Context: an optimization exercise on an open-source flow, tuned for small area. The choices shown serve that exercise and are no tape-out recipe.
At most, simulation tests tie the RTL to the original design; equivalence was not proved.
Power figures rest on the tool's default switching activity, not on a simulated workload.

==> inputs of run a <==
// freq_shift
module freq_shift
  (input                clk,
   input                rst,
   input                m_axis_tvalid,
   input [11:0]         freq_step,
   input                freq_step_valid,
   input                neg_shift,
   input signed [11:0]  xi,
   input signed [11:0]  xq,
   output               s_axis_tready,
   input                m_axis_tready,
   output signed [11:0] i,
   output signed [11:0] q,
   output               s_axis_tvalid);
==> flow/config.mk <==
export PLATFORM = sky130hd
export DESIGN_NAME = freq_shift
export DESIGN_NICKNAME = freq_shift
export VERILOG_FILES = /design/flow/design.v
export SDC_FILE = /design/flow/constraint.sdc
export NUM_CORES = 4
export LEC_CHECK = 0
export ABC_AREA = 1
export CAP_MARGIN = 20
export CORE_MARGIN = 2
export CORE_UTILIZATION = 40
export CTS_BUF_LIST = sky130_fd_sc_hd__clkbuf_8
export CTS_CLUSTER_DIAMETER = 100
export CTS_CLUSTER_SIZE = 30
export SLEW_MARGIN = 20
==> flow/constraint.sdc <==
create_clock -name core_clock -period 6.0 [get_ports {clk}]
set_input_delay 1.2000 -clock core_clock [delete_from_list [all_inputs] [get_ports {clk}]]
set_output_delay 1.2000 -clock core_clock [all_outputs]
set_load 0.01 [all_outputs]
run.sh (not shown) runs the stock make flow with config.mk's settings and CLKGATE_MAP_FILE= SYNTH_SCRIPT=/design/flow/synth_recipe.tcl, a recipe that flattens the netlist after the stock synthesis.
==> inputs of run b, as changes to run a <==
--- a/flow/config.mk
+++ b/flow/config.mk
@@ -10,6 +10,3 @@
 export CORE_MARGIN = 2
 export CORE_UTILIZATION = 40
-export CTS_BUF_LIST = sky130_fd_sc_hd__clkbuf_8
-export CTS_CLUSTER_DIAMETER = 100
-export CTS_CLUSTER_SIZE = 30
 export SLEW_MARGIN = 20
==> results.txt <==
- Count of clock-buffer cells in the layout is the same in run b and run a.
- Run b finished with timing, DRC and antenna clean. Run a completed with no timing, DRC or antenna violations.
- Setup slack: run a is better than run b (0.0027 ns).
- Synthesized area is the same in run b and run a.
- Critical path depth is the same in run a and run b.
- Die area is the same in run b and run a.
- Against run b, the total power of run a is smaller by about 2.5%.
==> figures <==
item                                            run b      run a
Outcome              no timing/DRC/antenna violations  no timing/DRC/antenna violations
Signal buf overhead                            0.0590     0.0596
Via count of the first global-routing pass      14500      14500
Global Route met1 Usage                         0.276      0.277
Final critical-path required period           5.65 ns    5.64 ns
Worst path setup slack after routing         0.355 ns   0.357 ns
Vias/cell                                        5.36       5.36
Worst slack on hold paths                    0.421 ns   0.427 ns
Static leakage power                          9.16 nW    9.07 nW
Maximum clock frequency                     0.177 GHz  0.177 GHz
Worst IR drop on VDD                         0.699 mV   0.695 mV
Area of all placed cells without fillers    20300 µm²  20100 µm²
GRT met3 Usage                                 0.0412     0.0373
Switching power of the nets                   5.61 mW    5.57 mW

---

==> inputs of trial 10 <==
freq_shift, a different RTL version from the one above (not shown whole).
Settings: LEC_CHECK=0, CAP_MARGIN=20, CORE_MARGIN=2, CORE_UTILIZATION=40, SLEW_MARGIN=20; clock period 6.0 ns.
==> inputs of trial 4, as changes to trial 10 <==
--- a/flow/design.v
+++ b/flow/design.v
@@ -3,29 +3,27 @@
   (input             clk,
    input             rst,
    input             m_axis_tready,
    input             m_axis_tvalid,
    input [11:0]      xi,
    input [11:0]      xq,
    input [7:0]       yi,
    input [7:0]       yq,
-   input [12:0]      xd,
-   input [12:0]      xs,
    input             din_zero,
    output reg        s_axis_tready,
    output [11:0]     i,
    output [11:0]     q,
    output reg        s_axis_tvalid);
    reg [2:0]         pipeline;
    reg [23:0]        sa, sb, sc, sd;
    reg               za, zb, zc;
    wire [11:0]       pi, pq;
    wire              load = m_axis_tvalid & s_axis_tready;
-   cmul mul(.x(xi), .y(xq), .c(yi), .s(yq), .d(xd), .e(xs), .i(pi), .q(pq));
+   cmul mul(.x(xi), .y(xq), .c(yi), .s(yq), .i(pi), .q(pq));
    assign i = sd[23:12];
    assign q = sd[11:0];
    always @(posedge clk) begin
       if (rst) begin
          pipeline <= 3'b0;
          s_axis_tvalid <= 1'b0;
          s_axis_tready <= 1'b0;
          za <= 1'b1;
@@ -56,25 +54,25 @@
       end
    end
 endmodule
 module cmul
   (input signed [11:0] x,
    input signed [11:0] y,
    input signed [7:0]  c,
    input signed [7:0]  s,
-   input [12:0]        d,
-   input [12:0]        e,
    output [11:0]       i,
    output [11:0]       q);
    wire [7:0]          ax = c & ~s;
    wire [7:0]          bx = ~c & s;
    wire [7:0]          cx = c & s;
    wire [12:0]         xe = {x[11], x};
    wire [12:0]         ye = {y[11], y};
+   wire [12:0]         d = xe - ye;
+   wire [12:0]         e = xe + ye;
    wire i_pp1, i_pp2, i_pp3, i_pp4, i_pp5, i_pp6, i_pp7, i_pp8, i_pp9, i_pp10, i_pp11, i_pp12, i_pp13, i_pp14, i_pp15, i_pp16, i_pp17, i_pp18, i_pp19, i_pp20, i_pp21, i_pp22, i_pp23, i_pp24, i_pp25, i_pp26, i_pp27, i_pp28, i_pp29, i_pp30, i_pp31, i_pp32, i_pp33, i_pp34, i_pp35, i_pp36, i_pp37, i_pp38, i_pp39, i_pp40, i_pp41, i_pp42, i_pp43, i_pp44, i_pp45, i_pp46, i_pp47, i_pp48, i_pp49, i_pp50, i_pp51, i_pp52, i_pp53, i_pp54, i_pp55, i_pp56, i_pp57, i_pp58, i_pp59, i_pp60, i_pp61, i_pp62, i_pp63, i_pp64, i_pp65, i_pp66, i_pp67, i_pp68, i_pp69, i_pp70, i_pp71, i_pp72, i_pp73, i_pp74, i_pp75, i_pp76, i_pp77, i_pp78, i_pp79, i_pp80, i_pp81, i_pp82, i_pp83, i_pp84, i_pp85, i_pp86, i_pp87, i_pp88, i_pp89, i_pp90, i_pp91, i_pp92, i_pp93, i_pp94, i_pp95, i_pp96, i_pp97, i_pp98, i_pp99, i_pp100, i_pp101, i_pp102, i_pp103, i_pp104, i_cr105, i_cr106, i_cr107, i_cr108, i_cr109, i_cr110, i_cr111, i_cr112, i_s113, i_c114, i_s115, i_c116, i_s117, i_c118, i_s119, i_c120, i_s121, i_c122, i_s123, i_c124, i_s125, i_c126, i_s127, i_c128, i_s129, i_c130, i_s131, i_c132, i_s133, i_c134, i_s135, i_c136, i_s137, i_c138, i_s139, i_c140, i_s141, i_c142, i_s143, i_c144, i_s145, i_c146, i_s147, i_c148, i_s149, i_c150, i_s151, i_c152, i_s153, i_c154, i_s155, i_c156, i_s157, i_c158, i_s159, i_c160, i_s161, i_c162, i_s163, i_c164, i_s165, i_c166, i_s167, i_c168, i_s169, i_c170, i_s171, i_c172, i_s173, i_c174, i_s175, i_c176, i_s177, i_c178, i_s179, i_c180, i_s181, i_c182, i_s183, i_c184, i_s185, i_c186, i_s187, i_c188, i_s189, i_c190, i_s191, i_c192, i_s193, i_c194, i_s195, i_c196, i_s197, i_c198, i_s199, i_c200, i_s201, i_c202, i_s203, i_c204, i_s205, i_c206, i_s207, i_c208, i_s209, i_c210, i_s211, i_c212, i_s213, i_c214, i_s215, i_c216, i_s217, i_c218, i_s219, i_c220, i_s221, i_c222, i_s223, i_c224, i_s225, i_c226, i_s227, i_c228, i_s229, i_c230, i_s231, i_c232, i_s233, i_c234, i_s235, i_c236, i_s237, i_c238, i_s239, i_c240, i_s241, i_c242, i_s243, i_c244, i_s245, i_c246, i_s247, i_c248, i_s249, i_c250, i_s251, i_c252, i_s253, i_c254, i_s255, i_c256, i_s257, i_c258, i_s259, i_c260, i_s261, i_c262, i_s263, i_c264, i_s265, i_c266, i_s267, i_c268, i_s269, i_c270, i_s271, i_c272, i_s273, i_c274, i_s275, i_c276, i_s277, i_c278, i_s279, i_c280, q_pp281, q_pp282, q_pp283, q_pp284, q_pp285, q_pp286, q_pp287, q_pp288, q_pp289, q_pp290, q_pp291, q_pp292, q_pp293, q_pp294, q_pp295, q_pp296, q_pp297, q_pp298, q_pp299, q_pp300, q_pp301, q_pp302, q_pp303, q_pp304, q_pp305, q_pp306, q_pp307, q_pp308, q_pp309, q_pp310, q_pp311, q_pp312, q_pp313, q_pp314, q_pp315, q_pp316, q_pp317, q_pp318, q_pp319, q_pp320, q_pp321, q_pp322, q_pp323, q_pp324, q_pp325, q_pp326, q_pp327, q_pp328, q_pp329, q_pp330, q_pp331, q_pp332, q_pp333, q_pp334, q_pp335, q_pp336, q_pp337, q_pp338, q_pp339, q_pp340, q_pp341, q_pp342, q_pp343, q_pp344, q_pp345, q_pp346, q_pp347, q_pp348, q_pp349, q_pp350, q_pp351, q_pp352, q_pp353, q_pp354, q_pp355, q_pp356, q_pp357, q_pp358, q_pp359, q_pp360, q_pp361, q_pp362, q_pp363, q_pp364, q_pp365, q_pp366, q_pp367, q_pp368, q_pp369, q_pp370, q_pp371, q_pp372, q_pp373, q_pp374, q_pp375, q_pp376, q_pp377, q_pp378, q_pp379, q_pp380, q_pp381, q_pp382, q_pp383, q_pp384, q_cr385, q_s386, q_c387, q_s388, q_c389, q_s390, q_c391, q_s392, q_c393, q_s394, q_c395, q_s396, q_c397, q_s398, q_c399, q_s400, q_c401, q_s402, q_c403, q_s404, q_c405, q_s406, q_c407, q_s408, q_c409, q_s410, q_c411, q_s412, q_c413, q_s414, q_c415, q_s416, q_c417, q_s418, q_c419, q_s420, q_c421, q_s422, q_c423, q_s424, q_c425, q_s426, q_c427, q_s428, q_c429, q_s430, q_c431, q_s432, q_c433, q_s434, q_c435, q_s436, q_c437, q_s438, q_c439, q_s440, q_c441, q_s442, q_c443, q_s444, q_c445, q_s446, q_c447, q_s448, q_c449, q_s450, q_c451, q_s452, q_c453, q_s454, q_c455, q_s456, q_c457, q_s458, q_c459, q_s460, q_c461, q_s462, q_c463, q_s464, q_c465, q_s466, q_c467, q_s468, q_c469, q_s470, q_c471, q_s472, q_c473, q_s474, q_c475, q_s476, q_c477, q_s478, q_c479, q_s480, q_c481, q_s482, q_c483, q_s484, q_c485, q_s486, q_c487, q_s488, q_c489, q_s490, q_c491, q_s492, q_c493, q_s494, q_c495, q_s496, q_c497, q_s498, q_c499, q_s500, q_c501, q_s502, q_c503, q_s504, q_c505, q_s506, q_c507, q_s508, q_c509, q_s510, q_c511, q_s512, q_c513, q_s514, q_c515, q_s516, q_c517, q_s518, q_c519, q_s520, q_c521, q_s522, q_c523, q_s524, q_c525, q_s526, q_c527, q_s528, q_c529, q_s530, q_c531;
    assign i_pp1 = (ax[0] & xe[0]) | (bx[0] & ~ye[0]) | (cx[0] & d[0]);
    assign i_pp2 = (ax[0] & xe[1]) | (bx[0] & ~ye[1]) | (cx[0] & d[1]);
    assign i_pp3 = (ax[0] & xe[2]) | (bx[0] & ~ye[2]) | (cx[0] & d[2]);
    assign i_pp4 = (ax[0] & xe[3]) | (bx[0] & ~ye[3]) | (cx[0] & d[3]);
    assign i_pp5 = (ax[0] & xe[4]) | (bx[0] & ~ye[4]) | (cx[0] & d[4]);
    assign i_pp6 = (ax[0] & xe[5]) | (bx[0] & ~ye[5]) | (cx[0] & d[5]);
    assign i_pp7 = (ax[0] & xe[6]) | (bx[0] & ~ye[6]) | (cx[0] & d[6]);
@@ -837,17 +835,16 @@
    wire [7:0]           sine, cosine;
    wire                 mult_tready;
    reg                  sig_tvalid_buff;
    reg                  mult_tready_buff;
    reg                  tvalid_buff;
    reg                  neg_shift_buff;
    reg [11:0]           xi_buff, xq_buff;
    reg [7:0]            cosine_buff, sine_buff;
-   reg [12:0]           xd_buff, xs_buff;
    reg                  buff_zero;
    sig_gen fq_sig_gen(.clk(clk), .rst(rst),
                       .m_axis_freq_step_tvalid(freq_step_valid),
                       .freq_step(freq_step),
                       .m_axis_data_tready(m_axis_tvalid),
                       .freq_step_set0(freq_step_set),
                       .s_axis_data_tvalid(sig_tvalid),
                       .sidx(sidx), .sidx_z(sidx_z));
@@ -869,26 +866,23 @@
       end
    end
    always @(posedge clk) begin
       if (freq_step_valid)
         neg_shift_buff <= neg_shift;
       if (load) begin
          xi_buff <= xi;
          xq_buff <= xq;
-         xd_buff <= {xi[11], xi} - {xq[11], xq};
-         xs_buff <= {xi[11], xi} + {xq[11], xq};
          cosine_buff <= cosine;
          sine_buff <= sine;
       end
    end
    assign s_axis_tready = mult_tready_buff & freq_step_set;
    cpx_multiply freq_mult(.clk(clk), .rst(rst),
                           .m_axis_tready(m_axis_tready),
                           .m_axis_tvalid(sig_tvalid_buff & tvalid_buff),
                           .xi(xi_buff), .xq(xq_buff),
                           .yi(cosine_buff), .yq(sine_buff),
-                          .xd(xd_buff), .xs(xs_buff),
                           .din_zero(buff_zero),
                           .s_axis_tready(mult_tready),
                           .i(i), .q(q),
                           .s_axis_tvalid(s_axis_tvalid));
 endmodule
==> inputs of build 70, as changes to trial 10 <==
==> flow/config.mk (replaced) <==
export PLATFORM = sky130hd
export DESIGN_NAME = freq_shift
export DESIGN_NICKNAME = freq_shift
export VERILOG_FILES = /design/flow/design.v
export SDC_FILE = /design/flow/constraint.sdc
export NUM_CORES = 4
export LEC_CHECK = 0
export ABC_AREA = 1
export CAP_MARGIN = 20
export CORE_MARGIN = 2
export CORE_UTILIZATION = 40
export SLEW_MARGIN = 20
==> impl.org <==
** Logic synthesis
- Summing the areas of all compound-gate instances in the mapped netlist gives between 10% and 20% of the synthesized area.

** Detailed routing
- In the final routed layout, each cell accounts on average for approximately 20 µm.
- The routed design has between 50 and 60 mm of wire.

** Run status
- Outcome :: complete, no violations

** Setup path
- The signal on the critical path passes through inv_1 -> nand2_1 -> o22ai_1 -> a21oi_1 -> fa_1 -> inv_1 -> fa_1 -> fa_1 -> inv_1 -> fa_1 -> inv_1 -> ha_1 -> nand2_1 -> nor2_1 -> nand2_1 -> o211ai_1 -> a21oi_1 -> o221ai_1 -> xor2_1.
- Crit Path Max Fanout :: 17
- Origin of the worst setup path :: sine_buff[5]

** Layout
- Leading cell type in the layout, fill and taps excluded :: inv_1
- Area delta synth->final :: 11.2%

** Timing
- On the final layout, the worst clock skew is about 12 ps.
Source of the figures above: build 70

==> impl.org <==
** Logic synthesis
- Count leader, synth :: inv_1
- Fraction of synthesized area in multiplexers :: under 10%
- Area share of xor/xnor cells in the synthesized design :: ~4.1%
- The synthesized netlist devotes a little over a fifth of its cell area to compound gates.

** Run status
- The violated checks flagged are setup timing.
- The run finished, with violations left.

** Timing
- Final setup violation count :: 11
- Post-route clock skew :: approximately 20 ps
- Setup slack on the critical path of the routed design comes to -510 ps.

** Placement
- Post-placement cell area :: 21700 µm²
- The congestion estimate from routability-driven global placement came to 0.904.

** Detailed routing
- After detailed routing, the met3 layer carries around 5 mm of wire.
- Mean routed wirelength per cell :: between 20 and 25 µm
- The final layout contains routed wiring with a total length of between 50 and 60 mm.

** Setup path
- Origin of the worst setup path :: xi_buff[0]
- Crit Path Max Fanout :: 3

** Layout
- From synthesis to final layout, the design area changed by 19.5%.

** Hold path
- Hold Path Class :: flip-flop to flip-flop
Source of the figures above: trial 4

==> impl.org <==
** CTS
- In this run the deepest clock path goes through 3 buffers.

** Run status
- Outcome :: complete, no violations

** Detailed routing
- The routed design has between 50 and 60 mm of wire.
- Mean routed wirelength per cell :: ~20 µm

** Timing
- Between clock sinks in the finished design, the worst skew comes to 28.6 ps.

** Logic synthesis
- Synthesized-area fraction occupied by ao, oa, aoi and oai cells :: between 15 and 20%
- After synthesis, the largest family of logic cells by area is adder cells.

** Setup path
- Crit Path Max Fanout :: 22
- Cells traversed along the worst timing path :: inv_1 -> o21ai_0 -> fa_1 -> fa_1 -> fa_1 -> inv_1 -> fa_1 -> inv_1 -> ha_1 -> o21ai_0 -> nand2b_1 -> and3_1 -> nand3_1 -> a311oi_1 -> o21a_1 -> o21ai_0 -> nand2b_1 -> a21oi_1 -> xnor2_1
- Origin of the worst setup path :: cosine_buff[1]

** Layout
- Area delta synth->final :: 11.6%
- The library cell used most frequently in the layout, excluding fill and tap cells, is inv_1.

** GRT
- Global routing used between 30% and 40% of the available met2 tracks.
Source of the figures above: trial 10

For trial 4, only the layout was checked, not whether the RTL still works.

[separate check: timing with driven ports]
Ports are ideal in the flow. The routed layouts listed here were re-timed in OpenROAD. Step 1, drivers: a clkbuf_16 drives clk and a buf_2 each remaining input, both assumed. Step 2 adds t to the input delays and takes it off the output delays; t is the mean of the earliest and latest rising clock arrival at the registers after step 1. Input paths then give back, and output paths get back, about the clock's delay inside the block. a / b / c = ideal / step 1 / step 2; a / b = the first two.
run	t (ns)	setup slack, ns	worst setup path at the end
run a	0.565	0.357 / 0.357 / 0.357	register to register
run b	0.516	0.355 / 0.355 / 0.355	register to register
trial 10	0.588	0.417 / 0.417 / 0.417	register to register
trial 4	0.537	-0.510 / -0.510 / -0.510	register to register
build 70	0.605	0.720 / 0.720 / 0.720	register to register
